This is an optimization exercise on Yosys and OpenROAD, whose aim is small area, not a production implementation. Only simulation tests tie the RTL to the original design; equivalence was not proved. The flow treats the clock pin as an ideal source, which a real chip does not have. Power figures rest on the tool's default switching activity, not on a simulated workload.

File: config.mk
export PLATFORM = sky130hd
export DESIGN_NAME = main
export DESIGN_NICKNAME = main
export VERILOG_FILES = /design/flow/design.v
export SDC_FILE = /design/flow/constraint.sdc
export NUM_CORES = 4
export LEC_CHECK = 0
export ABC_AREA = 1
export CAP_MARGIN = 20
export CORE_MARGIN = 2
export CORE_UTILIZATION = 65
export PLACE_DENSITY = 0.8
export SLEW_MARGIN = 20
File: constraint.sdc
create_clock -name core_clock -period 20.0 [get_ports {clk}]
set_input_delay 4.0000 -clock core_clock [delete_from_list [all_inputs] [get_ports {clk}]]
set_output_delay 4.0000 -clock core_clock [all_outputs]
set_load 0.01 [all_outputs]
File: design.v
`timescale 1ns / 1ps
`default_nettype none
module counterModN #(
    parameter X = 5,   
    parameter N = 20   
) (
    input wire clk,       
    input wire ce,        
    input wire en,        
    input wire reset,     
    output reg [X-1:0] count  
);
    always @(posedge clk) begin
        if (reset) begin
            count <= 0;
        end else if (ce && en) begin
            if (count == N - 1) begin
                count <= 0;
            end else begin
                count <= count + 1;
            end
        end
    end
endmodule
`timescale 1ns / 1ps
`default_nettype none
module clockDivider #(
    parameter N = 500_000   
)(
    input wire clk,        
    input wire en,         
    input wire rst,        
    output reg clk_out,    
    output wire tick       
);
    wire [31:0] count;     
    counterModN #(.X(32), .N(N)) counterMod (
        .clk(clk),
        .ce(1'b1),
        .reset(rst),
        .en(en),
        .count(count)
    );
    assign tick = (count == N - 1) && !clk_out;
    always @(posedge clk) begin
        if (rst) begin
            clk_out <= 1'b0;
        end else if (count == N - 1) begin
            clk_out <= ~clk_out;
        end
    end
endmodule
`timescale 1ns / 1ps
`default_nettype none
module debouncer(
    input wire clk,        
    input wire ce,         
    input wire rst,        
    input wire in,         
    output wire out         
);
    reg q1, q2, q3;
    always @(posedge clk) begin
        if (rst) begin
            q1 <= 1'b0;
            q2 <= 1'b0;
            q3 <= 1'b0;
        end else if (ce) begin
            q1 <= in;
            q2 <= q1;
            q3 <= q2;
        end 
    end
    assign out = (rst == 1'b1) ? 1'b0 : (q1 & q2 & q3);
endmodule
`timescale 1ns / 1ps
`default_nettype none
module synchronizer(
    input wire clk,       
    input wire ce,        
    input wire rst,       
    input wire in,        
    output wire out       
);
    reg q1, q2;
    always @(posedge clk) begin
        if (rst) begin
            q1 <= 1'b0;
            q2 <= 1'b0;
        end else if (ce) begin
            q1 <= in;
            q2 <= q1;
        end
    end
    assign out = (rst) ? 1'b0 : q2;
endmodule
`timescale 1ns / 1ps
`default_nettype none
module shift_left_register(
    input wire        clk,     
    input wire        ce,      
    input wire        rst,     
    input wire        load,    
    input wire        en,      
    input wire [7:0]  Num,     
    output reg [15:0] Out      
);
    integer i;
    always @(posedge clk) begin
        if (rst) begin
            Out <= 16'b0;
        end else if (ce) begin
            if (load) begin
                Out <= {8'b0, Num};
            end else if (en) begin
                for (i = 15; i > 0; i = i - 1) begin
                    Out[i] <= Out[i - 1];
                end
                Out[0] <= 1'b0;
            end
        end
    end
endmodule
`timescale 1ns / 1ps
`default_nettype none
module shift_right_register(
    input wire clk,          
    input wire ce,           
    input wire rst,          
    input wire load,         
    input wire en,           
    input wire [7:0] Num,    
    output reg [7:0] Out     
);
    integer i;
    always @(posedge clk) begin
        if (rst) begin
            Out <= 8'b0;
        end else if (ce) begin
            if (load) begin
                Out <= Num;   
            end else if (en) begin
                for (i = 7; i > 0; i = i - 1) begin
                    Out[i - 1] <= Out[i];
                end
                Out[7] <= 1'b0;   
            end
        end
    end
endmodule
`timescale 1ns / 1ps
`default_nettype none
module CU(
    input wire b0,        
    input wire z,         
    input wire load,      
    output wire Psel,     
    output wire EP,       
    output wire EA,       
    output wire EB,       
    output wire LA,       
    output wire LB,       
    output wire RstP      
);
    assign Psel = b0;
    assign EP = (b0 & ~load);
    assign EA = (~z | load);
    assign EB = (~z | load);
    assign LA = load;
    assign LB = load;
    assign RstP = load;
endmodule
`timescale 1ns / 1ps
`default_nettype none
module BCD #(
    parameter W = 18   
)(
    input wire [W-1:0] bin,            
    output reg [W+(W-4)/3:0] bcd       
);
    integer i, j;
    always @(bin) begin
        for (i = 0; i <= W + (W-4)/3; i = i + 1) begin
            bcd[i] = 1'b0;
        end
        bcd[W-1:0] = bin;
        for (i = 0; i <= W - 4; i = i + 1) begin
            for (j = 0; j <= i / 3; j = j + 1) begin
                if (bcd[W - i + 4*j -: 4] > 4) begin                   
                    bcd[W - i + 4*j -: 4] = bcd[W - i + 4*j -: 4] + 4'd3;
                end
            end
        end
    end
endmodule
`timescale 1ns / 1ps
`default_nettype none
module seven_seg_decoder(
    input wire en,           
    input wire [3:0] num,    
    output reg [6:0] seg     
);
    always @ (num or en) begin
        if (en) begin
            case(num)
                4'd0: seg = 7'b1000000;   
                4'd1: seg = 7'b1111001;   
                4'd2: seg = 7'b0100100;   
                4'd3: seg = 7'b0110000;   
                4'd4: seg = 7'b0011001;   
                4'd5: seg = 7'b0010010;   
                4'd6: seg = 7'b0000010;   
                4'd7: seg = 7'b1111000;   
                4'd8: seg = 7'b0000000;   
                4'd9: seg = 7'b0010000;   
                default: seg = 7'b1111111;  
            endcase
        end else begin
            seg = 7'b1111111;   
        end
    end
endmodule
`timescale 1ns / 1ps
`default_nettype none
module seven_segment_scroller #(
    parameter DIV = 250000            
)(
    input wire clk,                   
    input wire reset,                 
    input wire button_left,           
    input wire button_right,          
    input wire [19:0] product,        
    input wire sign,                  
    output reg [6:0] seg,             
    output reg [3:0] an               
);
    wire slow_tick;                            
    wire slow_level;
    wire [1:0] switch_position;                
    wire debounced_button_left, debounced_button_right;
    wire final_button_left, final_button_right;
    wire [6:0] segment_internal[4:0];          
    reg [2:0] digit_selection;        
    clockDivider #(DIV) clk_divider (
        .clk(clk),
        .en(1'b1),
        .rst(reset),
        .clk_out(slow_level),
        .tick(slow_tick)
    );
    counterModN #(.X(2), .N(4)) position_counter (
        .clk(clk),
        .ce(slow_tick),
        .reset(reset),
        .en(1'b1),
        .count(switch_position)
    );
    debouncer btn_debouncer_left (
        .clk(clk),
        .ce(slow_tick),
        .rst(reset),
        .in(button_left),
        .out(debounced_button_left)
    );
    synchronizer btn_synchronizer_left (
        .clk(clk),
        .ce(slow_tick),
        .rst(reset),
        .in(debounced_button_left),
        .out(final_button_left)
    );
    debouncer btn_debouncer_right (
        .clk(clk),
        .ce(slow_tick),
        .rst(reset),
        .in(button_right),
        .out(debounced_button_right)
    );
    synchronizer btn_synchronizer_right (
        .clk(clk),
        .ce(slow_tick),
        .rst(reset),
        .in(debounced_button_right),
        .out(final_button_right)
    );
    reg button_right_old, button_left_old;
    reg button_right_raise, button_left_raise;  
    always @(posedge clk) begin
        if (reset) begin
            digit_selection <= 3'b000;
            button_right_old <= 0;
            button_left_old <= 0;
            button_right_raise <= 0;
            button_left_raise <= 0;
        end else if (slow_tick) begin
            button_right_raise <= (button_right_old != final_button_right && final_button_right == 1'b1);
            button_left_raise <= (button_left_old != final_button_left && final_button_left == 1'b1);
            button_right_old <= final_button_right;
            button_left_old <= final_button_left;
            if (button_right_raise) begin
                if (digit_selection > 0) begin
                    digit_selection <= digit_selection - 1;
                end
                button_right_raise <= 0;
            end
            if (button_left_raise) begin
                if (digit_selection < 2) begin
                    digit_selection <= digit_selection + 1;
                end
                button_left_raise <= 0;
            end
        end
    end
    seven_seg_decoder decoder_digit_0 (.en(1'b1), .num(product[3:0]), .seg(segment_internal[0]));
    seven_seg_decoder decoder_digit_1 (.en(1'b1), .num(product[7:4]), .seg(segment_internal[1]));
    seven_seg_decoder decoder_digit_2 (.en(1'b1), .num(product[11:8]), .seg(segment_internal[2]));
    seven_seg_decoder decoder_digit_3 (.en(1'b1), .num(product[15:12]), .seg(segment_internal[3]));
    seven_seg_decoder decoder_digit_4 (.en(1'b1), .num(product[19:16]), .seg(segment_internal[4]));
    always @(*) begin
        case (switch_position)
            2'b00: begin
                an = 4'b1110;
                seg = segment_internal[digit_selection];
            end
            2'b01: begin
                an = 4'b1101;
                seg = segment_internal[digit_selection + 1];
            end
            2'b10: begin
                an = 4'b1011;
                seg = segment_internal[digit_selection + 2];
            end
            2'b11: begin
                an = 4'b0111;
                if (sign == 1)
                    seg = 7'b0111111; 
                else
                    seg = 7'b1111111;
            end
            default: begin
                an = 4'b1111;
                seg = 7'b0000000;
            end
        endcase
    end
endmodule
`timescale 1ns / 1ps
`default_nettype none
module bcd_dbl(input wire [16:0] x, input wire cin, output wire [16:0] y);
    function ge5(input [3:0] d);
        ge5 = d[3] | (d[2] & (d[1] | d[0]));
    endfunction
    function [3:0] dbl_digit(input [3:0] d, input cin);
        dbl_digit = {(d[2] & ~d[1] & ~d[0]) | (d[3] & d[0]),
                     (d[1] & (~d[2] | d[0])) | (d[3] & ~d[0]),
                     (~d[3] & ~d[2] & d[0]) | (d[2] & d[1] & ~d[0]) | (d[3] & ~d[0]),
                     cin};
    endfunction
    assign y[3:0]   = dbl_digit(x[3:0], cin);
    assign y[7:4]   = dbl_digit(x[7:4], ge5(x[3:0]));
    assign y[11:8]  = dbl_digit(x[11:8], ge5(x[7:4]));
    assign y[15:12] = dbl_digit(x[15:12], ge5(x[11:8]));
    assign y[16]    = ge5(x[15:12]);
endmodule
module bcd_add(input wire [16:0] a, input wire [16:0] b, output wire [16:0] y);
    function [4:0] add_digit(input [3:0] a, input [3:0] b, input cin);
        reg [4:0] s;
        reg c, k;
        integer n;
        begin
            c = cin;
            for (n = 0; n < 4; n = n + 1) begin
                s[n] = a[n] ^ b[n] ^ c;
                c = (a[n] & b[n]) | (c & (a[n] ^ b[n]));
            end
            s[4] = c;
            k = s[4];
            add_digit = {k, s[3] | (k & (s[2] | s[1])), s[2] ^ (k & ~s[1]), s[1] ^ k, s[0]};
        end
    endfunction
    wire [4:0] s0 = add_digit(a[3:0],   b[3:0],   1'b0);
    wire [4:0] s1 = add_digit(a[7:4],   b[7:4],   s0[4]);
    wire [4:0] s2 = add_digit(a[11:8],  b[11:8],  s1[4]);
    wire [4:0] s3 = add_digit(a[15:12], b[15:12], s2[4]);
    assign y = {a[16] ^ b[16] ^ s3[4], s3[3:0], s2[3:0], s1[3:0], s0[3:0]};
endmodule
module step_ctrl(
    input wire clk, input wire rst, input wire btnC,
    output wire mtick, output wire stick, output wire load, output wire mdiv3
);
    reg [3:0] mdiv;
    assign mtick = &mdiv;
    assign mdiv3 = mdiv[3];
    assign stick = (mdiv[2:0] == 3'd3);
    always @(posedge clk) begin
        if (rst) mdiv <= 4'd8;
        else     mdiv <= {mdiv[3] ^ (&mdiv[2:0]), mdiv[2] ^ (&mdiv[1:0]), mdiv[1] ^ mdiv[0], ~mdiv[0]};
    end
    reg [1:0] crun;
    reg cs1, cs2;
    assign load = cs2;
    always @(posedge clk) begin
        if (rst) begin
            crun <= 2'd0;
            cs1 <= 1'b0;
            cs2 <= 1'b0;
        end else if (mtick) begin
            crun <= btnC ? {crun[1] | crun[0], crun[1] | ~crun[0]} : 2'd0;
            cs1 <= &crun;
            cs2 <= cs1;
        end
    end
endmodule
module scroll_btn(
    input wire clk, input wire rst, input wire ce, input wire btn,
    output wire raise
);
    reg [1:0] r, p;
    assign raise = (p == 2'd1);
    always @(posedge clk) begin
        if (rst) begin
            r <= 2'd0;
            p <= 2'd0;
        end else if (ce) begin
            p[0] <= (~p[0] & p[1]) | (p[1] & r[0] & ~r[1]) | (btn & ~r[0] & r[1]);
            p[1] <= (p[0] & p[1]) | (btn & ~r[0] & r[1]);
            r[0] <= (btn & ~r[0]) | (btn & p[0] & p[1]) | (btn & r[1]);
            r[1] <= btn & r[0];
        end
    end
endmodule
module scroller(
    input wire clk, input wire rst, input wire stick,
    input wire btnL, input wire btnR,
    output reg [1:0] pos, output reg [1:0] wsel
);
    wire lraise, rraise;
    scroll_btn left(.clk(clk), .rst(rst), .ce(stick), .btn(btnL), .raise(lraise));
    scroll_btn right(.clk(clk), .rst(rst), .ce(stick), .btn(btnR), .raise(rraise));
    always @(posedge clk) begin
        if (rst) begin
            pos <= 2'd0;
            wsel <= 2'd0;
        end else if (stick) begin
            pos <= {pos[1] ^ pos[0], ~pos[0]};
            wsel[0] <= (lraise & ~wsel[0] & ~wsel[1]) | (~lraise & ~rraise & wsel[0]) | (rraise & wsel[1]);
            wsel[1] <= (~rraise & wsel[1]) | (lraise & wsel[0]);
        end
    end
endmodule
module display(
    input wire [1:0] pos, input wire [1:0] wsel,
    input wire [16:0] prod, input wire sign,
    output reg [6:0] seg, output reg [3:0] an
);
    wire [2:0] idx;
    assign idx[0] = pos[0] ^ wsel[0];
    assign idx[1] = (pos[1] & ~wsel[1]) | (pos[0] & wsel[0]) | (~pos[1] & wsel[1]);
    assign idx[2] = pos[1] & wsel[1];
    reg [3:0] digit;
    always @(*) begin
        case (idx)
            3'd0: digit = prod[3:0];
            3'd1: digit = prod[7:4];
            3'd2: digit = prod[11:8];
            3'd3: digit = prod[15:12];
            default: digit = {3'b011, prod[16]};
        endcase
    end
    always @(*) begin
        case (pos)
            2'd0: an = 4'b1110;
            2'd1: an = 4'b1101;
            2'd2: an = 4'b1011;
            default: an = 4'b0111;
        endcase
        if (pos == 2'd3) begin
            seg = sign ? 7'b0111111 : 7'b1111111;
        end else begin
            seg[0] = (~digit[0] & digit[1] & ~digit[2]) | (digit[0] & ~digit[3]);
            seg[1] = (digit[0] & digit[1] & ~digit[2]) | (~digit[0] & ~digit[1] & digit[2]);
            seg[2] = (~digit[0] & ~digit[1] & ~digit[2]);
            seg[3] = (~digit[0] & digit[1] & ~digit[2]) | (digit[0] & ~digit[1] & digit[2]) | (digit[0] & ~digit[3]);
            seg[4] = (digit[0]) | (digit[1] & ~digit[2]);
            seg[5] = (~digit[1] & ~digit[2]) | (digit[0] & ~digit[3]) | (digit[0] & ~digit[1]);
            seg[6] = (digit[0] & ~digit[1] & digit[2]) | (~digit[3]);
        end
    end
endmodule
module main #(
    parameter MAIN_DIV = 8,      
    parameter SCAN_DIV = 4       
)(
    input wire clk,
    input wire rst,    
    input wire btnC,   
    input wire btnL,   
    input wire btnR,   
    input wire [7:0] num1,   
    input wire [7:0] num2,   
    output wire [6:0] seg,            
    output wire [3:0] an,              
    output wire multiplicationFinished    
);
    wire mtick, stick, load, mdiv3;
    step_ctrl ctrl(.clk(clk), .rst(rst), .btnC(btnC), .mtick(mtick), .stick(stick), .load(load), .mdiv3(mdiv3));
    reg [7:0] mcand;         
    reg mcand_seen;
    wire mcand_b0 = mcand[0] ^ (mcand[7] & mcand_seen);
    reg [16:0] mplier;       
    reg [16:0] prod;         
    reg sign;
    assign multiplicationFinished = mcand[7] ? ((&mcand) & mcand_seen) : (mcand == 8'd0);
    reg cvt;                 
    wire neg1 = sign ^ mcand[7];
    wire cvt_step = cvt & ~mdiv3;
    wire cvt_done = cvt & mdiv3 & stick;     
    wire mag1_bit = mplier[16] ^ (neg1 & (|mplier[15:9]));
    wire [16:0] mplier_dbl;
    bcd_dbl dbl(.x(mplier), .cin(cvt_step & mag1_bit), .y(mplier_dbl));
    wire add_en = mtick & ~load & mcand_b0;
    wire [16:0] sum;
    bcd_add adder(.a(prod), .b(mplier & {17{add_en}}), .y(sum));
    always @(posedge clk) begin
        if (rst) begin
            mcand <= 8'd0;
            mcand_seen <= 1'b0;
            sign <= 1'b0;
        end else if (mtick) begin
            if (load) begin
                mcand <= num2;
                mcand_seen <= 1'b0;
                sign <= num1[7] ^ num2[7];
            end else begin
                mcand <= {mcand[7], mcand[7:1]};
                mcand_seen <= mcand_seen | mcand[0];
            end
        end else if (cvt_done) begin
            sign <= sign & ~multiplicationFinished & (|mplier[8:0]);
        end
    end
    always @(posedge clk) begin
        if (rst || (mtick && load)) prod <= 17'h06666;
        else                        prod <= sum;
    end
    always @(posedge clk) begin
        if (mtick) cvt <= load;
    end
    always @(posedge clk) begin
        if (mtick) begin
            if (load) mplier <= {num1, 9'd0};
            else      mplier <= mplier_dbl;
        end else if (cvt_step) begin
            mplier <= {mplier[15:9], 1'b0, mplier_dbl[8:0]};
        end
    end
    wire [1:0] pos, wsel;
    scroller scr(.clk(clk), .rst(rst | load), .stick(stick), .btnL(btnL), .btnR(btnR),
                 .pos(pos), .wsel(wsel));
    display disp(.pos(pos), .wsel(wsel), .prod(prod), .sign(sign), .seg(seg), .an(an));
endmodule
File: flow/run.sh
#!/bin/bash
# Own layout flow: the standard synthesis; then the combinational logic
# between the registers re-mapped by ABC for area with a few scripts, keeping
# the smallest netlist (registers, their names and cell types untouched);
# then the standard layout with small port buffers and no CTS dummy loads.
set -euo pipefail
WORK=$(pwd)
FLOW=$WORK/flow
R=$WORK/orfs/results/${FLOW_PLATFORM}/main/base
LIB=$FLOW_HOME/platforms/${FLOW_PLATFORM}/lib/sky130_fd_sc_hd__tt_025C_1v80.lib
# keep temporary files inside the work folder
export TMPDIR=$WORK/tmp
mkdir -p $TMPDIR

# 1. standard synthesis
bash standard.sh synth > $WORK/flow_synth.log 2>&1

# 2. re-map the logic
cp $R/1_2_yosys.v $WORK/std_netlist.v
python3 $FLOW/genmodels.py $LIB > $WORK/cell_models.v 2> $WORK/flow_genmodels.log
DU=$(sed -n '/DONT_USE_CELLS +=/,/^#/p' $FLOW_HOME/platforms/${FLOW_PLATFORM}/config.mk \
     | grep -o "sky130_fd_sc_hd__[a-z0-9_]*" | sed 's/^/-dont_use /' | tr '\n' ' ')
regs() { grep -oE "sky130_fd_sc_hd__[a-z0-9]*df[a-z0-9_]* +[^ (]+" "$1" | sort; }
resynth() {
  local S=$1 n=$(basename $1 .abc)
  timeout 900 yosys -l $WORK/flow_$n.log -p "
read_verilog $WORK/cell_models.v
read_verilog $WORK/std_netlist.v
hierarchy -top $FLOW_TOP
flatten
opt -purge
techmap
opt -fast -purge
abc -liberty $LIB $DU -script $S
opt_clean -purge
hilomap -singleton -hicell sky130_fd_sc_hd__conb_1 HI -locell sky130_fd_sc_hd__conb_1 LO
insbuf -buf sky130_fd_sc_hd__buf_1 A X
splitnets
opt_clean -purge
tee -o $WORK/$n.stat stat -liberty $LIB
write_verilog -noattr -nohex -nodec $WORK/$n.v
" > /dev/null 2>&1 || true
}
# run the scripts, a few at a time
i=0
for S in $FLOW/resynth_*.abc; do
  resynth $S &
  i=$((i + 1))
  if (( i % ${NUM_CORES:-4} == 0 )); then wait; fi
done
wait
best=""; best_area=""
for S in $FLOW/resynth_*.abc; do
  n=$(basename $S .abc)
  [[ -f $WORK/$n.stat && -f $WORK/$n.v ]] || { echo "$n: failed" >> $WORK/flow_pick.log; continue; }
  area=$(grep "Chip area" $WORK/$n.stat | grep -oE "[0-9.]+$" || true)
  [[ -n "$area" ]] || continue
  # keep the registers: same instance names and cell types as the standard synthesis
  [[ "$(regs $WORK/std_netlist.v)" == "$(regs $WORK/$n.v)" ]] || { echo "$n: register mismatch" >> $WORK/flow_pick.log; continue; }
  echo "$n: $area" >> $WORK/flow_pick.log
  if [[ -z "$best" ]] || awk "BEGIN{exit !($area < $best_area)}"; then best=$n; best_area=$area; fi
done
echo "picked: ${best:-standard}" >> $WORK/flow_pick.log
if [[ -n "$best" ]]; then
  cp $WORK/$best.v $R/1_2_yosys.v
  touch $R/1_2_yosys.v
fi

# 3. layout up to clock tree synthesis
CTS_ARGS="-sink_clustering_enable -repair_clock_nets -dont_use_dummy_load -buf_list {sky130_fd_sc_hd__clkbuf_4}"
bash standard.sh "BUFFER_PORTS_ARGS=-buffer_cell sky130_fd_sc_hd__buf_1" "CTS_ARGS=$CTS_ARGS" cts > $WORK/flow_layout_cts.log 2>&1

# 4. upsize the clock buffers with the largest fanout
CTS_ODB=$R/4_cts.odb CTS_SMALL_BUF=sky130_fd_sc_hd__clkbuf_4 CTS_BIG_BUF=sky130_fd_sc_hd__clkbuf_8 CTS_MAX_FANOUT=10 \
  openroad -no_init -exit $FLOW/cts_fix.tcl > $WORK/flow_cts_fix.log 2>&1
touch $R/4_cts.odb

# 5. rest of the layout
bash standard.sh "BUFFER_PORTS_ARGS=-buffer_cell sky130_fd_sc_hd__buf_1" "CTS_ARGS=$CTS_ARGS" finish > $WORK/flow_layout.log 2>&1
File: flow/cts_fix.tcl
# Upsize clock buffers that drive many flip-flops, so that every clock pin's
# slew stays well inside the limit; then re-legalise the placement.
read_db $::env(CTS_ODB)
set db [ord::get_db]
set block [ord::get_db_block]
set big [$db findMaster $::env(CTS_BIG_BUF)]
set n 0
foreach inst [$block getInsts] {
  if {[[$inst getMaster] getName] ne $::env(CTS_SMALL_BUF)} { continue }
  set it [$inst findITerm X]
  if {$it eq "NULL"} { continue }
  set net [$it getNet]
  if {$net eq "NULL"} { continue }
  set fo [expr {[llength [$net getITerms]] - 1}]
  if {$fo > $::env(CTS_MAX_FANOUT)} {
    puts "upsizing [$inst getName] (fanout $fo)"
    $inst swapMaster $big
    incr n
  }
}
puts "upsized $n clock buffers"
if {$n > 0} {
  detailed_placement
  check_placement
}
write_db $::env(CTS_ODB)
File: flow/genmodels.py
# Generate Verilog models of sky130hd cells from the liberty: combinational
# cells as assigns, sequential cells as blackboxes (or behavioural with -sim).
import re, sys
lib = sys.argv[1]; sim = len(sys.argv) > 2 and sys.argv[2] == '-sim'
txt = open(lib).read()
out = []
# split into cells
for m in re.finditer(r'\n\s*cell\s*\(\s*"?([\w]+)"?\s*\)\s*\{', txt):
    name = m.group(1); start = m.end()
    depth = 1; i = start
    while depth:
        c = txt[i]
        if c == '{': depth += 1
        elif c == '}': depth -= 1
        i += 1
    body = txt[start:i]
    pins = []
    for pm in re.finditer(r'\n\s*pin\s*\(\s*"?(\w+)"?\s*\)\s*\{', body):
        ps = pm.end(); d = 1; j = ps
        while d:
            c = body[j]
            if c == '{': d += 1
            elif c == '}': d -= 1
            j += 1
        pb = body[ps:j]
        dm = re.search(r'direction\s*:\s*"?(\w+)"?', pb)
        fm = re.search(r'\bfunction\s*:\s*"([^"]*)"', pb)
        pins.append((pm.group(1), dm.group(1) if dm else None, fm.group(1) if fm else None))
    seq = re.search(r'\n\s*(ff|latch|statetable)\s*\(', body) is not None
    seen=set(); pins=[p for p in pins if not (p[0] in seen or seen.add(p[0]))]
    if not pins: continue
    ins = [p for p in pins if p[1] == 'input']
    outs = [p for p in pins if p[1] == 'output']
    if not outs: continue
    ports = [p[0] for p in ins + outs]
    if seq:
        if not sim:
            out.append(f"(* blackbox *)\nmodule {name}(" + ", ".join(ports) + ");")
            for p in ins: out.append(f"  input {p[0]};")
            for p in outs: out.append(f"  output {p[0]};")
            out.append("endmodule")
        continue
    if any(p[2] is None for p in outs): continue
    out.append(f"module {name}(" + ", ".join(ports) + ");")
    for p in ins: out.append(f"  input {p[0]};")
    for p in outs:
        f = p[2].replace('!', '~').replace('+', '|').replace('*', '&')
        f = re.sub(r'(\w)\s+(?=[\w(~])', r'\1 & ', f)  # implicit AND by space
        out.append(f"  output {p[0]};\n  assign {p[0]} = {f};")
    out.append("endmodule")
if sim:
    out.append("""module sky130_fd_sc_hd__dfxtp_1(CLK, D, Q); input CLK, D; output reg Q; always @(posedge CLK) Q <= D; endmodule
module sky130_fd_sc_hd__dfxtp_2(CLK, D, Q); input CLK, D; output reg Q; always @(posedge CLK) Q <= D; endmodule
module sky130_fd_sc_hd__dfxtp_4(CLK, D, Q); input CLK, D; output reg Q; always @(posedge CLK) Q <= D; endmodule
module sky130_fd_sc_hd__edfxtp_1(CLK, D, DE, Q); input CLK, D, DE; output reg Q; always @(posedge CLK) if (DE) Q <= D; endmodule""")
print("\n".join(out))
File: flow/resynth_a1.abc
strash
dc2
balance; rewrite; refactor; balance; rewrite; rewrite -z; balance; refactor -z; rewrite -z; balance
dch -f
amap
topo
File: flow/resynth_a4.abc
strash
&get -n
&deepsyn -T 20
&put
dch -f
amap
topo
File: flow/resynth_a5.abc
strash
dc2
balance; rewrite; refactor; balance; rewrite; rewrite -z; balance; refactor -z; rewrite -z; balance
dch -f
amap
mfs2
strash
dch -f
amap
topo
File: flow/resynth_a7.abc
strash
ifraig
scorr
dc2
balance; rewrite; refactor; balance; rewrite; rewrite -z; balance; refactor -z; rewrite -z; balance
dch -f
amap
topo
File: flow/resynth_b1.abc
strash
dc2
balance; rewrite; refactor; balance; rewrite; rewrite -z; balance; refactor -z; rewrite -z; balance
&get -n
&deepsyn -T 60
&put
dch -f
amap
mfs2
strash
dch -f
amap
topo
File: flow/resynth_b1s1.abc
strash
dc2
balance; rewrite; refactor; balance; rewrite; rewrite -z; balance; refactor -z; rewrite -z; balance
&get -n
&deepsyn -T 60 -S 1
&put
dch -f
amap
mfs2
strash
dch -f
amap
topo
File: flow/resynth_b1s3.abc
strash
dc2
balance; rewrite; refactor; balance; rewrite; rewrite -z; balance; refactor -z; rewrite -z; balance
&get -n
&deepsyn -T 60 -S 3
&put
dch -f
amap
mfs2
strash
dch -f
amap
topo
File: flow/resynth_b8.abc
strash
dc2
balance; rewrite; refactor; balance; rewrite; rewrite -z; balance; refactor -z; rewrite -z; balance
&get -n
&deepsyn -T 60
&put
dch -f
amap
mfs2 -a
strash
dch -f
amap
mfs2 -a
strash
dch -f
amap
topo
File: flow/resynth_d4.abc
strash
dc2
balance; rewrite; refactor; balance; rewrite; rewrite -z; balance; refactor -z; rewrite -z; balance
&get -n
&deepsyn -T 120 -S 4
&put
dch -f
amap
mfs2
strash
dch -f
amap
topo
File: flow/resynth_d5.abc
strash
dc2
balance; rewrite; refactor; balance; rewrite; rewrite -z; balance; refactor -z; rewrite -z; balance
&get -n
&deepsyn -T 120 -S 5
&put
dch -f
amap
mfs2
strash
dch -f
amap
topo
File: flow/resynth_d6.abc
strash
dc2
balance; rewrite; refactor; balance; rewrite; rewrite -z; balance; refactor -z; rewrite -z; balance
&get -n
&deepsyn -T 120 -S 6
&put
dch -f
amap
mfs2
strash
dch -f
amap
topo
File: flow/resynth_d7.abc
strash
dc2
balance; rewrite; refactor; balance; rewrite; rewrite -z; balance; refactor -z; rewrite -z; balance
&get -n
&deepsyn -T 120 -S 7
&put
dch -f
amap
mfs2
strash
dch -f
amap
topo
File: flow/resynth_e2.abc
strash
dc2
balance; rewrite; refactor; balance; rewrite; rewrite -z; balance; refactor -z; rewrite -z; balance
&get -n
&deepsyn -T 90 -S 2
&put
dch -f
amap
mfs2 -a
strash
dch -f
amap
mfs2 -a
strash
dch -f
amap
topo
File: standard.sh
#!/bin/bash
# synth_recipe.tcl (not shown) runs the flow's synth.tcl, then flattens the netlist and writes it again
# the make line also repeats each setting of config.mk as NAME=value (left out here)
make -C /OpenROAD-flow-scripts/flow DESIGN_CONFIG=/design/flow/config.mk WORK_HOME=/design/flow/orfs CLKGATE_MAP_FILE= SYNTH_SCRIPT=/design/flow/synth_recipe.tcl "${@:-finish}"
==> results_dict.tcl, run 1 <==
set metrics [dict create \
    setup_viol 0 \
    fp.dieArea_mm2 0.005676 \
    start_util 0.6868 \
    worstPathMaxFanout 20 \
    rrSetupSlack_ns 11.06 \
    cts_buffers 9 \
    clock_sinks 65 \
    clock_latency_ns 0.41 \
    grt_pass1_vias 2833 \
    grt_overflow 0 \
    critPathMostFrequentCell "o21ai_0" \
    r2r_cells 49 \
    min_period_ns 8.944 \
    row_count 25 \
    cp_slowest_cell "nor2_1" \
    hold_end "ctrl.mdiv[0]" \
    max_freq_mhz 111.8 \
    yosysWarningCount 7 \
    wl_per_cell_um 14.15 \
    crit_type "reg -> reg" \
    fin_crit_sh 0.4472 \
    hold_viol 0 \
    dpl.cell_count 525 \
    drt_iter0_drc 235 \
    hp-class "reg -> reg" \
    cts_hold_buf 0 \
    htreeDepth 3 \
    final_cell_count_no_fill 534 \
    rsz0062_at_grt "no" \
    syn_avg_cell_area_um2 7.802 \
    peakVddDrop_uv 59.93 \
    cts_setup_buffers 0 \
    core_region_area_mm2 0.004817 \
    portBuffers 32 \
    p_leak_nw 1.234 \
    final_nets 490 \
    comb_power_share 0.053 \
    p_int_mw 0.1624 \
    wl_mm 7.557 \
    dp_hpwl_mm 5.556 \
    cts-root-buf "clkbuf_4" \
    p_per_area_mw_per_mm2 58.76 \
    holdPathStages 1 \
    cts_tree "yes" \
    maxCapViolations 0 \
    status "complete, no violations" \
    pwr-share-seq 0.647 \
    worst_setup_path_end_kind "flop" \
    timing.slew.headroom 0.4531 \
    r2r-end "prod[15]" \
    antenna_found_initial 0 \
    die_x_um 75.34 \
    rr_startpoint "ctrl.mdiv[0]" \
    grt_pass1_wl_mm 12.25 \
    cp_slowest_stage_delay_ns 0.80 \
    synth_area_mm2 0.003308 \
    drv_slew 0 \
    vias_per_cell 5.998 \
    dr.pass1.iters 5 \
    syn_to_final_growth_pct 8.850 \
    syn_nets 445 \
    syn-instance-count 424 \
    ctsResizeCount 0 \
    cp.buffers_inverters 4 \
    p_sw_frac 0.2323 \
    ant_nets 0 \
    fillers 423 \
    final_layout_size_suffix_gt1_frac 0.02355 \
    grt_usage 0.2878 \
    crit_family "compound AO/OA/AOI/OAI gates" \
    vias 3203 \
    worst_ep_arrival_time_ns 9.24 \
    clk_path_buf_depth 2 \
    worst_pin_slew_ns 0.8203 \
    diodes 0 \
    grt_max_degree 27 \
    clk_pin_slew_ns 0.09 \
    drc 0 \
    gp_congestion 0.8967 \
    final_cell_mix "nor2_1 (91), clkinv_1 (49), dfxtp_1 (47)" \
    required_ns 20.30 \
    layout_commonest_cell "nor2_1" \
    clock_skew_ns 0.02302 \
    critPathLaunchType "flop" \
    hp-start "ctrl.mdiv[0]" \
    die_y_um 75.34 \
    p_sw_mw 0.04916 \
    pin_count 33 \
    pwr-share-clk 0.300 \
    tns_ns 0 \
]
[worst reg2reg max path: cells and delay by family, from the launching register on]
family          cells  cell delay (ns)
simple gates       22             3.35
buf+inv             4             1.05
compound gates     23             4.07
flops               1             0.36
[sequential cells by signal, indices dropped and copies added, names as in the netlist, named ones only]
| name | flops |
|---|---|
| prod | 17 |
| mplier | 15 |
| mcand | 8 |
| ctrl.mdiv | 4 |
| ctrl.crun | 2 |
| scr.left.p | 2 |
| scr.left.r | 2 |
| scr.pos | 2 |
| scr.right.p | 2 |
| scr.right.r | 2 |
| scr.wsel | 2 |
| ctrl.cs1 | 1 |
| ctrl.cs2 | 1 |
| cvt | 1 |
| mcand_seen | 1 |
| sign | 1 |
[per-layer routing]
metal,vias up,share of wire,global-route usage
met2,76,0.49,0.4947
met4,0,0.022,0.1248
met5,-,0,0
met1,1483,0.44,0.3455
met3,22,0.045,0.06614
li1,1622,-,-
[worst max path at each step]
stage	start	endpoint	slack [ns]	depth (start not counted)
2_1_floorplan	ctrl.mdiv[0]	prod[15]	12.33	48
3_3_place_gp	ctrl.mdiv[0]	prod[15]	11.58	49
3_5_place_dp	ctrl.mdiv[0]	prod[15]	11.19	49
4_1_cts	ctrl.mdiv[0]	prod[15]	11.12	49
5_1_grt	ctrl.mdiv[0]	prod[14]	9.74	49
6_report	ctrl.mdiv[0]	prod[15]	11.06	49
[power by group through the flow]
stage / logic (mW) / registers (mW) / clock network [mW]
2_1_floorplan: 0.00669 / 0.140 / 0
3_3_place_gp: 0.0106 / 0.140 / 0
3_5_place_dp: 0.0110 / 0.140 / 0
4_1_cts: 0.0111 / 0.137 / 0.0621
5_1_grt: 0.0126 / 0.137 / 0.0697
6_report: 0.0112 / 0.137 / 0.0635
[through the flow]
stage	hold slack, ns	cell area (um^2)	util	total power, mW	setup slack (ns)
finish	0.4525	3601	0.7475	0.2116	11.06
global placement	0.4256	3527	0.7322	0.1504	11.58
detailed placement	0.4412	3527	0.7322	0.1509	11.19
CTS	0.4552	3595	0.7462	0.2100	11.12
global route	0.4816	3601	0.7475	0.2193	9.745
floorplan	0.4105	3308	-	0.1463	12.33
[area by class of cell]
class                           count  area (um^2)  area share
Inverter                           49        183.9     0.05108
Sequential cell                    65         1481      0.4114
Multi-Input combinational cell    310         1643      0.4562
Tap cell                           67        83.83     0.02328
Clock buffer                        9        73.82     0.02050
Timing Repair Buffer               34        135.1     0.03753
==> run 2: changes to the inputs <==
--- a/config.mk
+++ b/config.mk
@@ -8,6 +8,6 @@
 export ABC_AREA = 1
 export CAP_MARGIN = 20
 export CORE_MARGIN = 2
-export CORE_UTILIZATION = 65
-export PLACE_DENSITY = 0.8
+export CORE_UTILIZATION = 80
+export PLACE_DENSITY = 0.9
 export SLEW_MARGIN = 20
==> results_dict.tcl, run 2 <==
set metrics [dict create \
    status "complete, no violations" \
    wl_per_cell_um 15.56 \
    cts_tree "yes" \
    row_count 23 \
    hold_end "ctrl.mdiv[0]" \
    syn-instance-count 424 \
    layout_commonest_cell "nor2_1" \
    largest_reg_flops 17 \
    ant_nets 0 \
    crit_type "reg -> reg" \
    maxCapViolations 0 \
    hold_slack_ns 0.4457 \
    syn_nets 445 \
    clock_sinks 65 \
    worstPathMaxFanout 20 \
    core_region_area_mm2 0.004000 \
    syn_avg_cell_area_um2 7.802 \
    drv_slew 0 \
    cp_slowest_cell "nor2_1" \
    synth_area_mm2 0.003308 \
    cts-root-buf "clkbuf_4" \
    pin_count 33 \
    cts_buffers 9 \
    critPathMostFrequentCell "o21ai_0" \
    htreeDepth 3 \
    grt_max_degree 27 \
    cts_hold_buf 0 \
    die_y_um 68.31 \
    dp_hpwl_mm 5.874 \
    worst_setup_path_end_kind "flop" \
    clk_path_buf_depth 2 \
    wl_mm 8.045 \
    cts_setup_buffers 0 \
    cp_slowest_stage_delay_ns 0.76 \
    holdPathStages 1 \
    drc 0 \
    fin_crit_sh 0.4732 \
    hp-start "ctrl.mdiv[0]" \
    syn_to_final_growth_pct 8.207 \
    clk_pin_slew_ns 0.08 \
    rsz0062_at_grt "no" \
    required_ns 20.27 \
    final_nets 490 \
    peakVddDrop_uv 50.40 \
    worst_ep_arrival_time_ns 9.73 \
    top_regs "prod (17), mplier (15), mcand (8)" \
    clock_latency_ns 0.41 \
    min_period_ns 9.464 \
    grt_pass1_vias 2975 \
    ctsResizeCount 0 \
    r2r-end "prod[15]" \
    clock_skew_ns 0.02615 \
    dpl.cell_count 508 \
    rrSetupSlack_ns 10.54 \
    final_layout_size_suffix_gt1_frac 0.02355 \
    power.total_mw 0.2104 \
    yosysWarningCount 7 \
    p_per_area_mw_per_mm2 58.79 \
    final_cell_mix "nor2_1 (91), clkinv_1 (49), dfxtp_1 (47)" \
    critPathLaunchType "flop" \
    drt_iter0_drc 372 \
    tns_ns 0 \
    largest_register "prod" \
    grt_overflow 0 \
    start_util 0.8270 \
    p_leak_nw 1.234 \
    final_util 0.8949 \
    fp.dieArea_mm2 0.004666 \
    timing.slew.headroom 0.4787 \
    vias_per_cell 6.567 \
    worst_pin_slew_ns 0.7622 \
    setup_viol 0 \
    diodes 0 \
    grt_pass1_wl_mm 12.49 \
    hp-class "reg -> reg" \
    antenna_found_initial 0 \
    portBuffers 32 \
    final_cell_count_no_fill 517 \
    die_x_um 68.31 \
    vias 3395 \
    max_freq_mhz 105.7 \
    rr_startpoint "ctrl.mdiv[0]" \
    grt_usage 0.3658 \
    gp_congestion 0.8807 \
    dr.pass1.iters 6 \
    r2r_cells 49 \
    hold_viol 0 \
]
## run 2: worst max path at each step
stage                 startpoint       end  slack, ns  cells past startpoint
floorplan           ctrl.mdiv[0]  prod[15]      12.33                     48
global placement    ctrl.mdiv[0]  prod[15]      11.74                     49
detailed placement  ctrl.mdiv[0]  prod[15]      11.00                     49
CTS                 ctrl.mdiv[0]  prod[15]      10.92                     49
global route        ctrl.mdiv[0]  prod[15]       9.32                     49
finish              ctrl.mdiv[0]  prod[15]      10.54                     49
## run 2: worst max-delay path: cells and delay by family (launching register included)
| kind | cells | cell delay [ns] |
|---|---|---|
| flops | 1 | 0.36 |
| simple gates | 22 | 3.53 |
| buf+inv | 4 | 1.08 |
| compound gates | 23 | 4.38 |
## run 2: where the power goes
group / switching (mW) / internal (mW) / leakage [nW]
clock network: 0.0394 / 0.0230 / 0.0440
registers: 0.00103 / 0.136 / 0.545
logic: 0.00760 / 0.00360 / 0.644
## run 2: cell type report
class	count	area (um^2)
clock buffers	9	73.82
fillers	207	420.4
inverters	49	183.9
multi-input cells	310	1643
flip-flops and latches	65	1481
well taps	50	62.56
repair buffers	34	135.1
## run 2: per-stage QoR
stage,cell area (um^2),setup WS [ns]
global placement,3506,11.74
floorplan,3308,12.33
global route,3580,9.320
detailed placement,3506,11.00
CTS,3573,10.92
finish,3580,10.54
## run 2: metal layers
metal,up-vias,share of wire,GRT usage
met5,-,0,0
met1,1555,0.39,0.4168
met4,0,0.032,0.2200
li1,1632,-,-
met2,178,0.50,0.6165
met3,30,0.074,0.09046
==> run 3: changes to the inputs <==
--- a/design.v
+++ b/design.v
@@ -487,10 +487,7 @@
         end
     end
 endmodule
-module main #(
-    parameter MAIN_DIV = 8,      
-    parameter SCAN_DIV = 4       
-)(
+module main_fast(
     input wire clk,
     input wire rst,    
     input wire btnC,   
@@ -559,3 +556,150 @@
                  .pos(pos), .wsel(wsel));
     display disp(.pos(pos), .wsel(wsel), .prod(prod), .sign(sign), .seg(seg), .an(an));
 endmodule
+module main_generic #(
+    parameter MAIN_DIV = 8,      
+    parameter SCAN_DIV = 4       
+)(
+    input wire clk,
+    input wire rst,    
+    input wire btnC,   
+    input wire btnL,   
+    input wire btnR,   
+    input wire [7:0] num1,   
+    input wire [7:0] num2,   
+    output wire [6:0] seg,            
+    output wire [3:0] an,              
+    output wire multiplicationFinished    
+);
+    wire dividedClock;   
+    wire dividedTick;    
+    clockDivider #(MAIN_DIV) clockDiv(
+        .clk(clk),
+        .rst(rst),
+        .en(1'b1),
+        .clk_out(dividedClock),
+        .tick(dividedTick)
+    );
+    wire [7:0] num1Complement, num2Complement;
+    wire [7:0] multiplier, multiplicand;
+    wire [7:0] multiplicandShifted;
+    wire [15:0] multiplierShifted;
+    reg  [15:0] productReg;
+    reg signReg;
+    wire tempSign;
+    wire [19:0] bcdOutput;
+    wire [15:0] tempOutput;
+    assign num1Complement = ~num1 + 1'b1;
+    assign num2Complement = ~num2 + 1'b1;
+    assign multiplier = (num1[7] == 1) ? num1Complement : num1;
+    assign multiplicand = (num2[7] == 1) ? num2Complement : num2;
+    wire enableDebounce, enableSync;
+    debouncer debounceInst(
+        .clk(clk),
+        .ce(dividedTick),
+        .rst(rst),
+        .in(btnC),
+        .out(enableDebounce)
+    );
+    synchronizer syncInst(
+        .clk(clk),
+        .ce(dividedTick),
+        .rst(rst),
+        .in(enableDebounce),
+        .out(enableSync)
+    );
+    wire Psel, EP, EA, EB, LA, LB, RstP;
+    shift_right_register shiftRightReg(
+        .clk(clk),
+        .ce(dividedTick),
+        .rst(rst),
+        .load(LB),
+        .en(EB),
+        .Num(multiplicand),
+        .Out(multiplicandShifted)
+    );
+    shift_left_register shiftLeftReg(
+        .clk(clk),
+        .ce(dividedTick),
+        .rst(rst),
+        .load(LA),
+        .en(EA),
+        .Num(multiplier),
+        .Out(multiplierShifted)
+    );
+    CU controlUnit(
+        .b0(multiplicandShifted[0]),
+        .z(multiplicationFinished),  
+        .load(enableSync),
+        .Psel(Psel),
+        .EP(EP),
+        .EA(EA),
+        .EB(EB),
+        .LA(LA),
+        .LB(LB),
+        .RstP(RstP)
+    );
+    assign multiplicationFinished = ~(multiplicandShifted[0] | multiplicandShifted[1] | multiplicandShifted[2] | multiplicandShifted[3] | multiplicandShifted[4] | multiplicandShifted[5] | multiplicandShifted[6] | multiplicandShifted[7]);
+    always @(posedge clk) begin
+        if (rst) begin
+            productReg <= 16'b0;
+            signReg <= 1'b0;
+        end else if (!dividedTick) begin
+            productReg <= productReg;
+        end else if (RstP == 1) begin
+            productReg <= 16'b0;
+            signReg <= (num1[7] ^ num2[7]) && num1 != 0 && num2 != 0;
+        end else if (EP == 1) begin
+            productReg <= (Psel == 1) ? productReg + multiplierShifted : productReg;
+        end else begin
+            productReg <= productReg;
+        end
+    end
+    assign tempOutput = productReg;
+    assign tempSign = signReg;
+    BCD #(16) bcdConverter(
+        .bin(tempOutput),
+        .bcd(bcdOutput)
+    );
+    seven_segment_scroller #(SCAN_DIV) sevenSegScroller(
+        .clk(clk),
+        .reset(rst | RstP),
+        .button_left(btnL),
+        .button_right(btnR),
+        .product(bcdOutput),
+        .sign(tempSign),
+        .seg(seg),
+        .an(an)
+    );
+endmodule
+module main #(
+    parameter MAIN_DIV = 8,      
+    parameter SCAN_DIV = 4       
+)(
+    input wire clk,
+    input wire rst,    
+    input wire btnC,   
+    input wire btnL,   
+    input wire btnR,   
+    input wire [7:0] num1,   
+    input wire [7:0] num2,   
+    output wire [6:0] seg,            
+    output wire [3:0] an,              
+    output wire multiplicationFinished    
+);
+    generate
+        if (MAIN_DIV == 8 && SCAN_DIV == 4) begin : g_fast
+            main_fast core(
+                .clk(clk), .rst(rst), .btnC(btnC), .btnL(btnL), .btnR(btnR),
+                .num1(num1), .num2(num2),
+                .seg(seg), .an(an), .multiplicationFinished(multiplicationFinished)
+            );
+        end else begin : g_generic
+            main_generic #(.MAIN_DIV(MAIN_DIV), .SCAN_DIV(SCAN_DIV)) core(
+                .clk(clk), .rst(rst), .btnC(btnC), .btnL(btnL), .btnR(btnR),
+                .num1(num1), .num2(num2),
+                .seg(seg), .an(an), .multiplicationFinished(multiplicationFinished)
+            );
+        end
+    endgenerate
+endmodule
--- a/config.mk
+++ b/config.mk
@@ -8,6 +8,6 @@
 export ABC_AREA = 1
 export CAP_MARGIN = 20
 export CORE_MARGIN = 2
-export CORE_UTILIZATION = 80
-export PLACE_DENSITY = 0.9
+export CORE_UTILIZATION = 65
+export PLACE_DENSITY = 0.8
 export SLEW_MARGIN = 20
==> results_dict.tcl, run 3 <==
set metrics [dict create \
    timing.slew.headroom 0.4365 \
    status "complete, no violations" \
    syn_to_final_growth_pct 8.864 \
    worst_setup_path_end_kind "flop" \
    critPathMostFrequentCell "o21ai_0" \
    yosysWarningCount 7 \
    cts_setup_buffers 0 \
    dr.pass1.iters 5 \
    layout_commonest_cell "nor2_1" \
    placed_area_mm2 0.003582 \
    critPathLaunchType "flop" \
    setup_viol 0 \
    fillers 419 \
    power.total_mw 0.2810 \
    grt_pass1_vias 2886 \
    worst_pin_slew_ns 0.8421 \
    tns_ns 0 \
    drv_slew 0 \
    gp_congestion 0.9450 \
    setup_ws_ns 11.62 \
    clock_latency_ns 0.41 \
    antenna_found_initial 0 \
    cts_buffers 9 \
    hp-class "reg -> reg" \
    maxCapViolations 0 \
    htreeDepth 3 \
    wl_mm 7.835 \
    syn_avg_cell_area_um2 7.482 \
    p_leak_nw 1.247 \
    syn_nets 470 \
    largest_register "g_fast.core.prod" \
    peakVddDrop_uv 48.23 \
    worstPathMaxFanout 18 \
    portBuffers 32 \
    drc 0 \
    regArea_mm2 0.001481 \
    vias_per_cell 5.858 \
    dp_slack_ns 11.83 \
    crit_type "reg -> reg" \
    clock_sinks 65 \
    synth_area_mm2 0.003359 \
    min_period_ns 8.378 \
    p_per_area_mw_per_mm2 76.83 \
    die_y_um 75.89 \
    final_nets 515 \
    cts_hold_buf 0 \
    cts-root-buf "clkbuf_4" \
    clk_path_buf_depth 2 \
    ant_nets 0 \
    cts_tree "yes" \
    rsz0062_at_grt "no" \
    dp_hpwl_mm 5.816 \
    max_freq_mhz 119.4 \
    postLayoutCellArea_mm2 0.003657 \
    hold_viol 0 \
    final_cell_mix "nor2_1 (91), clkinv_1 (53), nand2_1 (53)" \
    grt_overflow 0 \
    multi_input_area_mm2 0.001680 \
    core_region_area_mm2 0.005042 \
    grt_usage 0.2956 \
    grt_max_degree 23 \
    die_x_um 75.89 \
    final_layout_size_suffix_gt1_frac 0.02236 \
    top_regs "g_fast.core.prod (17), g_fast.core.mplier (15), g_fast.core.mcand (8)" \
    vias 3292 \
    fp.dieArea_mm2 0.005759 \
    clock_skew_ns 0.02785 \
    syn-instance-count 449 \
    ctsResizeCount 0 \
    clk_pin_slew_ns 0.08 \
    drt_iter0_drc 232 \
    cp_slowest_cell "nor2_1" \
    row_count 26 \
    wl_per_cell_um 13.94 \
    pin_count 33 \
    worst_ep_arrival_time_ns 8.65 \
    cp_slowest_stage_delay_ns 0.54 \
    largest_reg_flops 17 \
    start_util 0.6663 \
    grt_pass1_wl_mm 12.60 \
    required_ns 20.27 \
    fin_crit_sh 0.4189 \
    diodes 0 \
]
[run 3: where the power goes]
part	switching, mW	leakage (nW)	total [mW]	internal [mW]
sequential	0.00776	0.543	0.151	0.143
combinational	0.0403	0.660	0.0647	0.0243
clock	0.0421	0.0440	0.0651	0.0230
[run 3: routing by layer]
metal	global-route usage	share of wire	vias up
li1	-	-	1679
met1	0.3914	0.46	1475
met2	0.4655	0.46	120
met3	0.07275	0.062	18
met4	0.1189	0.020	0
met5	0	0	-
[run 3: through the flow]
stage               hold slack (ns)  std cells  utilization
floorplan                    0.4097        449            -
global placement             0.4252        553       0.7104
detailed placement           0.4469        553       0.7104
CTS                          0.4640        562       0.7238
global route                 0.4874        562       0.7253
finish                       0.4492        562       0.7253
[run 3: final cells by class]
type | count | area share
Clock buffer | 9 | 0.02018
Inverter | 53 | 0.05440
Tap cell | 70 | 0.02395
Timing Repair Buffer | 34 | 0.03695
Multi-Input combinational cell | 331 | 0.4595
Sequential cell | 65 | 0.4051
[run 3: worst paths after layout]
check                                              start                        to  slack [ns]  cells after the start
worst min register to register  g_fast.core.ctrl.mdiv[0]  g_fast.core.ctrl.mdiv[0]        0.45                      1
worst max-delay path            g_fast.core.ctrl.mdiv[0]      g_fast.core.prod[14]       11.62                     47
worst max register to register  g_fast.core.ctrl.mdiv[0]      g_fast.core.prod[14]       11.62                     47
worst min-delay path            g_fast.core.ctrl.mdiv[0]  g_fast.core.ctrl.mdiv[0]        0.45                      1
[run 3: critical path, delay by kind of cell, from the launching register on]
family	cells	cell delay [ns]
AO/OA/AOI/OAI	19	2.98
buffers and inverters	4	0.95
flip-flops	1	0.35
AND/OR/NAND/NOR	24	3.95
==> run 4: changes to the inputs <==
--- a/design.v
+++ b/design.v
@@ -487,7 +487,10 @@
         end
     end
 endmodule
-module main_fast(
+module main #(
+    parameter MAIN_DIV = 8,      
+    parameter SCAN_DIV = 4       
+)(
     input wire clk,
     input wire rst,    
     input wire btnC,   
@@ -507,7 +510,7 @@
     reg [16:0] mplier;       
     reg [16:0] prod;         
     reg sign;
-    assign multiplicationFinished = mcand[7] ? ((&mcand) & mcand_seen) : (mcand == 8'd0);
+    wire fin_fast = mcand[7] ? ((&mcand) & mcand_seen) : (mcand == 8'd0);
     reg cvt;                 
     wire neg1 = sign ^ mcand[7];
     wire cvt_step = cvt & ~mdiv3;
@@ -533,7 +536,7 @@
                 mcand_seen <= mcand_seen | mcand[0];
             end
         end else if (cvt_done) begin
-            sign <= sign & ~multiplicationFinished & (|mplier[8:0]);
+            sign <= sign & ~fin_fast & (|mplier[8:0]);
         end
     end
     always @(posedge clk) begin
@@ -554,7 +557,22 @@
     wire [1:0] pos, wsel;
     scroller scr(.clk(clk), .rst(rst | load), .stick(stick), .btnL(btnL), .btnR(btnR),
                  .pos(pos), .wsel(wsel));
-    display disp(.pos(pos), .wsel(wsel), .prod(prod), .sign(sign), .seg(seg), .an(an));
+    wire [6:0] seg_fast;
+    wire [3:0] an_fast;
+    display disp(.pos(pos), .wsel(wsel), .prod(prod), .sign(sign), .seg(seg_fast), .an(an_fast));
+    generate
+        if (MAIN_DIV == 8 && SCAN_DIV == 4) begin : g_default
+            assign seg = seg_fast;
+            assign an = an_fast;
+            assign multiplicationFinished = fin_fast;
+        end else begin : g_generic
+            main_generic #(.MAIN_DIV(MAIN_DIV), .SCAN_DIV(SCAN_DIV)) core(
+                .clk(clk), .rst(rst), .btnC(btnC), .btnL(btnL), .btnR(btnR),
+                .num1(num1), .num2(num2),
+                .seg(seg), .an(an), .multiplicationFinished(multiplicationFinished)
+            );
+        end
+    endgenerate
 endmodule
 module main_generic #(
     parameter MAIN_DIV = 8,      
@@ -672,34 +690,3 @@
         .an(an)
     );
 endmodule
-module main #(
-    parameter MAIN_DIV = 8,      
-    parameter SCAN_DIV = 4       
-)(
-    input wire clk,
-    input wire rst,    
-    input wire btnC,   
-    input wire btnL,   
-    input wire btnR,   
-    input wire [7:0] num1,   
-    input wire [7:0] num2,   
-    output wire [6:0] seg,            
-    output wire [3:0] an,              
-    output wire multiplicationFinished    
-);
-    generate
-        if (MAIN_DIV == 8 && SCAN_DIV == 4) begin : g_fast
-            main_fast core(
-                .clk(clk), .rst(rst), .btnC(btnC), .btnL(btnL), .btnR(btnR),
-                .num1(num1), .num2(num2),
-                .seg(seg), .an(an), .multiplicationFinished(multiplicationFinished)
-            );
-        end else begin : g_generic
-            main_generic #(.MAIN_DIV(MAIN_DIV), .SCAN_DIV(SCAN_DIV)) core(
-                .clk(clk), .rst(rst), .btnC(btnC), .btnL(btnL), .btnR(btnR),
-                .num1(num1), .num2(num2),
-                .seg(seg), .an(an), .multiplicationFinished(multiplicationFinished)
-            );
-        end
-    endgenerate
-endmodule
==> flow/resynth_f1.abc (new file) <==
strash
dc2
balance; rewrite; refactor; balance; rewrite; rewrite -z; balance; refactor -z; rewrite -z; balance
&get -n
&deepsyn -T 60 -S 1
&put
dch -f
amap
mfs2 -a
strash
dch -f
amap
mfs2 -a
strash
dch -f
amap
topo
==> flow/resynth_f3.abc (new file) <==
strash
dc2
balance; rewrite; refactor; balance; rewrite; rewrite -z; balance; refactor -z; rewrite -z; balance
&get -n
&deepsyn -T 60 -S 3
&put
dch -f
amap
mfs2 -a
strash
dch -f
amap
mfs2 -a
strash
dch -f
amap
topo
==> flow/resynth_f4.abc (new file) <==
strash
dc2
balance; rewrite; refactor; balance; rewrite; rewrite -z; balance; refactor -z; rewrite -z; balance
&get -n
&deepsyn -T 60 -S 4
&put
dch -f
amap
mfs2 -a
strash
dch -f
amap
mfs2 -a
strash
dch -f
amap
topo
==> flow/resynth_f5.abc (new file) <==
strash
dc2
balance; rewrite; refactor; balance; rewrite; rewrite -z; balance; refactor -z; rewrite -z; balance
&get -n
&deepsyn -T 60 -S 5
&put
dch -f
amap
mfs2 -a
strash
dch -f
amap
mfs2 -a
strash
dch -f
amap
topo
==> flow/resynth_g1.abc (new file) <==
strash
dc2
balance; rewrite; refactor; balance; rewrite; rewrite -z; balance; refactor -z; rewrite -z; balance
&get -n
&deepsyn -T 60
&put
dch -f
amap
mfs2 -a
strash
dch -f
amap
mfs2 -a
strash
dch -f
amap
mfs2 -a
strash
dch -f
amap
topo
==> results_dict.tcl, run 4 <==
set metrics [dict create \
    ant_nets 0 \
    drc 0 \
    crit_start "ctrl.mdiv[0]" \
    worst_setup_path_end_kind "flop" \
    worst_pin_slew_ns 0.7600 \
    final_cell_mix "nor2_1 (88), clkinv_1 (56), nand2_1 (50)" \
    grt_overflow 0 \
    hp-class "reg -> reg" \
    cts_tree "yes" \
    final_layout_size_suffix_gt1_frac 0.02128 \
    clock_latency_ns 0.40 \
    vias_per_cell 5.892 \
    power.total_mw 0.2675 \
    clk_pin_slew_ns 0.09 \
    met2_usage 0.4152 \
    maxCapViolations 0 \
    syn_nets 449 \
    syn_avg_cell_area_um2 7.715 \
    htreeDepth 3 \
    gp_congestion 0.9278 \
    grt_use_met3 0.08701 \
    clk_path_buf_depth 2 \
    crit_family "compound AO/OA/AOI/OAI gates" \
    die_y_um 75.28 \
    cp_slowest_stage_delay_ns 0.75 \
    cts-root-buf "clkbuf_4" \
    synth_area_mm2 0.003302 \
    status "complete, no violations" \
    final_nets 493 \
    grt_pass1_wl_mm 11.54 \
    use_met1 0.3632 \
    hold_viol 0 \
    ctsResizeCount 0 \
    grt_max_degree 27 \
    cts_setup_buffers 0 \
    max_freq_mhz 95.68 \
    rr_startpoint "ctrl.mdiv[0]" \
    wl_mm 7.220 \
    setup_viol 0 \
    top_regs "prod (17), mplier (15), mcand (8)" \
    p_leak_nw 1.202 \
    critPathLaunchType "flop" \
    required_ns 20.26 \
    portBuffers 32 \
    layout_commonest_cell "nor2_1" \
    core_region_area_mm2 0.004817 \
    drt_iter0_drc 204 \
    clock_sinks 65 \
    fin_crit_sh 0.5226 \
    worst_ep_arrival_time_ns 10.71 \
    largest_register "prod" \
    cts_hold_buf 0 \
    syn_to_final_growth_pct 8.640 \
    busiest_layer "met2" \
    drv_slew 0 \
    cp_slowest_cell "nor2_1" \
    syn-instance-count 428 \
    timing.slew.headroom 0.4915 \
    cp.buffers_inverters 5 \
    rsz0062_at_grt "no" \
    vias 3164 \
    critPathMostFrequentCell "o21ai_0" \
    fp.dieArea_mm2 0.005666 \
    hp-start "ctrl.mdiv[0]" \
    tns_ns 0 \
    min_period_ns 10.45 \
    largest_reg_flops 17 \
    row_count 25 \
    peakVddDrop_uv 46.44 \
    diodes 0 \
    yosysWarningCount 7 \
    cts_buffers 9 \
    die_x_um 75.28 \
    dp_hpwl_mm 5.323 \
    setup_ws_ns 9.549 \
    clock_skew_ns 0.03291 \
    crit_type "reg -> reg" \
    start_util 0.6855 \
    grt_pass1_vias 2688 \
    antenna_found_initial 0 \
    hold_slack_ns 0.4411 \
    dp_slack_ns 9.839 \
    dr.pass1.iters 6 \
    p_per_area_mw_per_mm2 74.58 \
    worstPathMaxFanout 18 \
    grt_usage 0.2711 \
    wl_per_cell_um 13.45 \
    pin_count 33 \
]
[run 4: through the flow]
stage	instances	utilization	area, um^2
finish	537	0.7447	3587
global route	537	0.7447	3587
CTS	537	0.7434	3581
detailed placement	528	0.7294	3513
global placement	528	0.7294	3513
floorplan	428	-	3302
[run 4: layout make-up]
class | instances | area (um^2)
Tap cell | 67 | 83.83
Clock buffer | 9 | 73.82
Fill cell | 395 | 1230
Timing Repair Buffer | 33 | 127.6
Inverter | 56 | 210.2
Multi-Input combinational cell | 307 | 1610
Sequential cell | 65 | 1481
[run 4: final timing paths]
check,endpoint,slack [ns],depth (start not counted)
worst max-delay path,prod[14],9.55,54
worst min register to register,ctrl.mdiv[0],0.44,1
worst max register to register,prod[14],9.55,54
worst min-delay path,ctrl.mdiv[0],0.44,1
[run 4: layer usage]
layer,wire length [um],share of wire
met1,3387,0.47
met2,3201,0.44
met3,488,0.068
met4,142,0.020
met5,0,0
[run 4: power breakdown]
group / switching, mW / internal [mW] / total [mW] / leakage [nW]
Clock: 0.0382 / 0.0230 / 0.0612 / 0.0440
Sequential: 0.00579 / 0.143 / 0.149 / 0.544
Combinational: 0.0360 / 0.0214 / 0.0574 / 0.614
==> run 5: changes to the inputs <==
--- a/design.v
+++ b/design.v
@@ -505,13 +505,15 @@
     wire mtick, stick, load, mdiv3;
     step_ctrl ctrl(.clk(clk), .rst(rst), .btnC(btnC), .mtick(mtick), .stick(stick), .load(load), .mdiv3(mdiv3));
     reg [7:0] mcand;         
-    reg mcand_seen;
+    reg [16:1] mplier_r;     
+    reg lsb_seen;
+    reg cvt;                 
+    wire [16:0] mplier = {mplier_r, cvt & lsb_seen};
+    wire mcand_seen = ~cvt & lsb_seen;
     wire mcand_b0 = mcand[0] ^ (mcand[7] & mcand_seen);
-    reg [16:0] mplier;       
     reg [16:0] prod;         
     reg sign;
     wire fin_fast = mcand[7] ? ((&mcand) & mcand_seen) : (mcand == 8'd0);
-    reg cvt;                 
     wire neg1 = sign ^ mcand[7];
     wire cvt_step = cvt & ~mdiv3;
     wire cvt_done = cvt & mdiv3 & stick;     
@@ -524,17 +526,19 @@
     always @(posedge clk) begin
         if (rst) begin
             mcand <= 8'd0;
-            mcand_seen <= 1'b0;
+            lsb_seen <= 1'b0;
             sign <= 1'b0;
         end else if (mtick) begin
             if (load) begin
                 mcand <= num2;
-                mcand_seen <= 1'b0;
+                lsb_seen <= 1'b0;
                 sign <= num1[7] ^ num2[7];
             end else begin
                 mcand <= {mcand[7], mcand[7:1]};
-                mcand_seen <= mcand_seen | mcand[0];
+                lsb_seen <= mcand_seen | mcand[0];
             end
+        end else if (cvt_step) begin
+            lsb_seen <= mplier_dbl[0];
         end else if (cvt_done) begin
             sign <= sign & ~fin_fast & (|mplier[8:0]);
         end
@@ -548,10 +552,10 @@
     end
     always @(posedge clk) begin
         if (mtick) begin
-            if (load) mplier <= {num1, 9'd0};
-            else      mplier <= mplier_dbl;
+            if (load) mplier_r <= {num1, 8'd0};
+            else      mplier_r <= mplier_dbl[16:1];
         end else if (cvt_step) begin
-            mplier <= {mplier[15:9], 1'b0, mplier_dbl[8:0]};
+            mplier_r <= {mplier[15:9], 1'b0, mplier_dbl[8:1]};
         end
     end
     wire [1:0] pos, wsel;
==> results_dict.tcl, run 5 <==
set metrics [dict create \
    cts_setup_buffers 0 \
    fp.dieArea_mm2 0.005696 \
    clock_latency_ns 0.40 \
    syn_to_final_growth_pct 8.741 \
    pin_count 33 \
    postLayoutCellArea_mm2 0.003611 \
    tns_ns 0 \
    start_util 0.6628 \
    grt_overflow 0 \
    antenna_found_initial 0 \
    row_count 26 \
    die_x_um 75.48 \
    cts_hold_buf 0 \
    status "complete, no violations" \
    dr.pass1.iters 4 \
    clock_skew_ns 0.03378 \
    clock_sinks 64 \
    crit_type "reg -> reg" \
    drc 0 \
    wl_mm 7.634 \
    multi_input_area_mm2 0.001652 \
    top_regs "prod (17), mplier_r (14), mcand (8)" \
    cp_slowest_stage_delay_ns 0.66 \
    cp.buffers_inverters 3 \
    cts_tree "yes" \
    diodes 0 \
    regArea_mm2 0.001451 \
    final_cell_mix "nor2_1 (87), clkinv_1 (58), nand2_1 (49)" \
    largest_register "prod" \
    portBuffers 32 \
    ant_nets 0 \
    final_layout_size_suffix_gt1_frac 0.02249 \
    syn_nets 467 \
    rsz0062_at_grt "no" \
    vias_per_cell 5.823 \
    grt_max_degree 19 \
    dp_hpwl_mm 5.784 \
    htreeDepth 3 \
    drv_slew 0 \
    yosysWarningCount 7 \
    gp_congestion 0.8745 \
    syn-instance-count 446 \
    p_leak_nw 1.180 \
    worst_setup_path_end_kind "flop" \
    required_ns 20.29 \
    placed_area_mm2 0.003543 \
    cts_buffers 9 \
    dp_slack_ns 10.77 \
    peakVddDrop_uv 47.04 \
    worst_ep_arrival_time_ns 9.69 \
    fillers 458 \
    cts-root-buf "clkbuf_4" \
    core_region_area_mm2 0.005010 \
    fin_crit_sh 0.4699 \
    final_nets 512 \
    synth_area_mm2 0.003321 \
    vias 3255 \
    hp-class "reg -> reg" \
    p_per_area_mw_per_mm2 57.27 \
    timing.slew.headroom 0.4932 \
    largest_reg_flops 17 \
    maxCapViolations 0 \
    cp_slowest_cell "or3_1" \
    worstPathMaxFanout 18 \
    hold_viol 0 \
    ctsResizeCount 0 \
    critPathMostFrequentCell "o21ai_0" \
    grt_usage 0.2732 \
    grt_pass1_wl_mm 11.76 \
    crit_family "compound AO/OA/AOI/OAI gates" \
    die_y_um 75.48 \
    critPathLaunchType "flop" \
    setup_viol 0 \
    wl_per_cell_um 13.66 \
    layout_commonest_cell "nor2_1" \
    worst_pin_slew_ns 0.7574 \
    syn_avg_cell_area_um2 7.445 \
    setup_ws_ns 10.60 \
    grt_pass1_vias 2669 \
    clk_pin_slew_ns 0.11 \
    clk_path_buf_depth 2 \
    min_period_ns 9.397 \
    drt_iter0_drc 241 \
    max_freq_mhz 106.4 \
]
==> run 5: worst reg2reg max path: cells and delay by family (launching register included) <==
family                 cells  cell delay [ns]
AOI/OAI and AO/OA         26             4.51
buffers and inverters      3             0.74
DFF                        1             0.36
and+or+nand+nor           21             3.67
==> run 5: worst paths after layout <==
| kind | to | start | cells past startpoint | slack, ns |
|---|---|---|---|---|
| setup / recovery | prod[15] | ctrl.mdiv[0] | 50 | 10.60 |
| hold / removal | ctrl.mdiv[0] | ctrl.mdiv[0] | 1 | 0.44 |
| setup reg to reg | prod[15] | ctrl.mdiv[0] | 50 | 10.60 |
| hold reg to reg | ctrl.mdiv[0] | ctrl.mdiv[0] | 1 | 0.44 |
==> run 5: area by class of cell <==
class	instances	share of cell area
tap	70	0.02426
inverter	58	0.06029
timing repair buffer	34	0.03742
multi-input combinational	324	0.4574
clock buffer	9	0.01871
sequential	64	0.4019
==> run 5: power by group <==
part | switching, mW | internal, mW | leakage (nW) | total [mW]
combinational | 0.00786 | 0.00397 | 0.605 | 0.0118
clock | 0.0394 | 0.0209 | 0.0414 | 0.0603
sequential | 0.00110 | 0.134 | 0.534 | 0.135
==> run 5: metal layers <==
metal  track usage  vias up  part of all wire
li1              -     1682                 -
met1        0.3685     1469              0.47
met2        0.4271       91              0.46
met3       0.05820       13             0.050
met4        0.1170        0             0.016
met5             0        -                 0
==> run 5: stage by stage <==
stage	total power, mW	utilization	std cells	hold slack (ns)
after floorplan	0.1447	-	446	0.4097
after global placement	0.1491	0.7073	550	0.4247
after detailed placement	0.1494	0.7073	550	0.4340
after CTS	0.2074	0.7208	559	0.4484
after global routing	0.2129	0.7208	559	0.4818
final	0.2068	0.7208	559	0.4435

[static timing again, ports no longer ideal]
The flow's constraints put no driver on any port. The routed layouts listed below were extracted and timed again, unchanged, in two steps.
Step 1 sets driving cells, clkbuf_16 on the clock port and buf_2 on the other inputs (assumed; they add their load-dependent delay and slew).
Step 2, shift: input delay + t, output delay - t, t = (earliest + latest rising clock arrival at the registers) / 2. This alone moves slack from input paths to output paths.
a / b / c = no drivers / after step 1 / after step 2; a / b = the first two.
run | t (ns) | slack for setup (ns) | hold slack, ns
run 1 | 0.427 | 11.056 / 11.056 / 11.056 | 0.453 / 0.453 / 0.453
run 2 | 0.420 | 10.536 / 10.536 / 10.536 | 0.446 / 0.446 / 0.446
run 3 | 0.419 | 11.622 / 11.622 / 11.622 | 0.449 / 0.449 / 0.449
run 4 | 0.414 | 9.549 / 9.549 / 9.549 | 0.441 / 0.441 / 0.441
run 5 | 0.410 | 10.603 / 10.603 / 10.603 | 0.443 / 0.443 / 0.443
After both steps setup and hold are still met in every run listed.
